Context: an optimization exercise on an open-source flow, tuned for small area and a short achievable clock period. The choices shown serve that exercise and are no tape-out recipe.
At most, simulation tests tie the RTL to the original design; equivalence was not proved.
Power and IR drop assume default switching activity.

== before ==
==> flow/design.v (excerpt) <==
module datapath (clk, writenum, readnum, write, datapath_in, vsel, loada, loadb, loadc, shift, asel, bsel, ALUop, loads, Z_out, datapath_out);
For scale: ~180 flip-flops, roughly 9400 um2 of cells after synthesis.
Settings: LEC_CHECK=0, CAP_MARGIN=20, CORE_MARGIN=2, CORE_UTILIZATION=60, SETUP_SLACK_MARGIN=2.5, SLEW_MARGIN=20, SYNTH_HIERARCHICAL=1, SYNTH_MINIMUM_KEEP_SIZE=0; clock period 5.5 ns.
standard.sh (not shown) runs the stock make flow with config.mk's settings and CLKGATE_MAP_FILE= SYNTH_SCRIPT=/design/flow/synth_recipe.tcl, a recipe that flattens the netlist after the stock synthesis.
==> flow/flow/run.sh <==
#!/bin/bash
# The standard layout (standard.sh), with every input and output port
# buffered by a buf_4 cell instead of the buffer the resizer picks by default.
set -euo pipefail
bash standard.sh 'BUFFER_PORTS_ARGS=-buffer_cell sky130_fd_sc_hd__buf_4' finish > make.log 2>&1
Relative to before, the following input files were edited for after:
diff --git a/flow/design.v b/flow/design.v
--- a/flow/design.v
+++ b/flow/design.v
@@ -5,24 +5,33 @@
   input         Sq, asel, bsel, loadc, loads;
   output [15:0] Cn;
   output        Sn;
   wire s0, sl, sr, s15;
   bdec ud (.bsel(bsel), .sh(shift), .s0(s0), .sl(sl), .sr(sr));
   bdec15 ud15 (.bsel(bsel), .sh(shift), .s15(s15));
-  wire ka, kn, k1;
-  adec ua (.asel(asel), .sub(ALUop[0]), .ka(ka), .kn(kn), .k1(k1));
+  wire pa, subb;
+  gm_xnor2 upa (.a(asel), .b(ALUop[0]), .y(pa));
+  gm_buf usb (.a(ALUop[0]), .y(subb));
+  wire op0b, op1b, ldcb;
+  gm_buf ub0 (.a(ALUop[0]), .y(op0b));
+  gm_buf ub1 (.a(ALUop[1]), .y(op1b));
+  gm_buf ubc (.a(loadc), .y(ldcb));
+  wire [1:0] opb = {op1b, op0b};
   wire nokill = ~ALUop[1] & loadc;
   wire kz  = ~ALUop[1] & ~ALUop[0];
   wire [15:0] An  = ~Aq;
   wire [15:0] Ain = Aq & {16{~asel}};
   wire [16:0] bx  = {1'b0, Bq, 1'b0};
   wire [15:0] Bin, ai, g, t, xn, nd, q, zb;
   genvar i;
   generate
     for (i = 0; i < 16; i = i + 1) begin : b
-      gm_a221o ua (.a1(ka), .a2(Aq[i]), .b1(kn), .b2(An[i]), .c1(k1), .x(ai[i]));
+      wire na0, na1;
+      gm_nand2 ua0 (.a(Aq[i]), .b(pa), .y(na0));
+      gm_nand2 ua1 (.a(An[i]), .b(subb), .y(na1));
+      gm_nand2 ua (.a(na0), .b(na1), .y(ai[i]));
       if (i < 5) begin : lo
         wire n0, n1, n2, n3;
         gm_nand2 u0 (.a(s0), .b(bx[i+1]), .y(n0));
         gm_nand2 u1 (.a(sl), .b(bx[i]), .y(n1));
         gm_nand2 u2 (.a(sr), .b(bx[i+2]), .y(n2));
         gm_nand2 u3 (.a(bsel), .b(imm[i]), .y(n3));
@@ -40,22 +49,22 @@
         gm_nand2 ub (.a(n0), .b(n1), .y(Bin[i]));
       end
       gm_nand3 ug (.a(Bin[i]), .b(ai[i]), .c(nokill), .y(g[i]));
       gm_nor2 ut (.a(Bin[i]), .b(ai[i]), .y(t[i]));
       gm_xnor2 ux (.a(Ain[i]), .b(Bin[i]), .y(xn[i]));
       gm_nand2 un (.a(Ain[i]), .b(Bin[i]), .y(nd[i]));
-      zsel uq (.xn(xn[i]), .nd(nd[i]), .bin(Bin[i]), .op(ALUop), .q(q[i]));
+      zsel uq (.xn(xn[i]), .nd(nd[i]), .bin(Bin[i]), .op(opb), .q(q[i]));
       if (i == 0) begin : z0
         assign zb[0] = q[0];
       end else begin : zi
         zx uz (.q(q[i]), .tn(t[i-1]), .k(kz), .y(zb[i]));
       end
     end
   endgenerate
-  wire [15:0] y   = ALUop[1] ? (ALUop[0] ? ~Bin : ~nd) : ~xn;
-  wire [15:0] yc  = loadc ? y : Cq;
+  wire [15:0] y   = op1b ? (op0b ? ~Bin : ~nd) : ~xn;
+  wire [15:0] yc  = ldcb ? y : Cq;
   wire        sq  = ~(~loads & Sq);
   wire g1_1;
   wire g1_3;
   wire t1_3;
   wire g1_5;
   wire t1_5;
@@ -230,28 +239,21 @@
 module bdec15(bsel, sh, s15);
   input bsel;
   input [1:0] sh;
   output s15;
   assign s15 = ~bsel & (sh[1] == sh[0]);
 endmodule
-module adec(asel, sub, ka, kn, k1);
-  input asel, sub;
-  output ka, kn, k1;
-  assign ka = ~asel & ~sub;
-  assign kn = ~asel & sub;
-  assign k1 = asel & sub;
-endmodule
 module z_fin(a, b, ldn, q, y);
   input a, b, ldn, q;
   output y;
   assign y = ~((a | b | ldn) & q);
 endmodule
-module gm_a221o(a1, a2, b1, b2, c1, x);
-  input a1, a2, b1, b2, c1;
-  output x;
-  assign x = (a1 & a2) | (b1 & b2) | c1;
+module gm_buf(a, y);
+  input a;
+  output y;
+  assign y = a;
 endmodule
 module gm_nand4(a, b, c, d, y);
   input a, b, c, d;
   output y;
   assign y = ~(a & b & c & d);
 endmodule
@@ -262,42 +264,22 @@
 endmodule
 module gm_xnor2(a, b, y);
   input a, b;
   output y;
   assign y = ~(a ^ b);
 endmodule
-module gm_a22oi(a1, a2, b1, b2, y);
-  input a1, a2, b1, b2;
-  output y;
-  assign y = ~((a1 & a2) | (b1 & b2));
-endmodule
-module gm_a222oi(a1, a2, b1, b2, c1, c2, y);
-  input a1, a2, b1, b2, c1, c2;
-  output y;
-  assign y = ~((a1 & a2) | (b1 & b2) | (c1 & c2));
-endmodule
-module gm_a211oi(a1, a2, b1, c1, y);
-  input a1, a2, b1, c1;
-  output y;
-  assign y = ~((a1 & a2) | b1 | c1);
-endmodule
 module gm_nand2(a, b, y);
   input a, b;
   output y;
   assign y = ~(a & b);
 endmodule
 module gm_nand3(a, b, c, y);
   input a, b, c;
   output y;
   assign y = ~(a & b & c);
 endmodule
-module gm_nor3(a, b, c, y);
-  input a, b, c;
-  output y;
-  assign y = ~(a | b | c);
-endmodule
 module gm_inv(a, y);
   input a;
   output y;
   assign y = ~a;
 endmodule
 module cxor(c, y, o);
[summary]
Result for before and after: all clean
Vias after detailed routing: after worse than before
Looking at total power after layout across both flows, after is the weaker of the two, with before ahead.
Against before, after comes in 2.8% higher on via count of the first global-routing pass.
Diff after..before | effective utilization at floorplan | negligible
Of before and after, after shows the higher total buffers and inverters traversed by the critical path, with before below it.
For after, only the layout was checked, not whether the RTL still works.

==> static timing again, ports no longer ideal <==
No port has a modelled driver above. Below, the same layouts with a new extraction and two added sets of constraints.
Step 1 sets driving cells, clkbuf_16 on the clock port and buf_2 on the other inputs (assumed; they add their load-dependent delay and slew).
Step 2 adds t to the input delays and takes it off the output delays; t is the mean of the earliest and latest rising clock arrival at the registers after step 1. Input paths then give back, and output paths get back, about the clock's delay inside the block.
Slacks: no drivers / after step 1 / after step 2; pairs: no drivers / after step 1.
run | shift t [ns] | slack for setup (ns) | hold slack, ns | worst slew at a driven data input, ns | pins driven straight from the clock port
before | 0.477 | 2.586 / 2.609 / 2.132 | 0.473 / 0.473 / 0.473 | 0.05 | 1
after | 0.469 | 2.599 / 2.620 / 2.151 | 0.470 / 0.470 / 0.470 | 0.06 | 1
After both steps setup and hold are still met in every run listed. For before, which loses most, drivers alone change the setup slack by +0.023 ns; drivers and shift together by -0.454 ns.
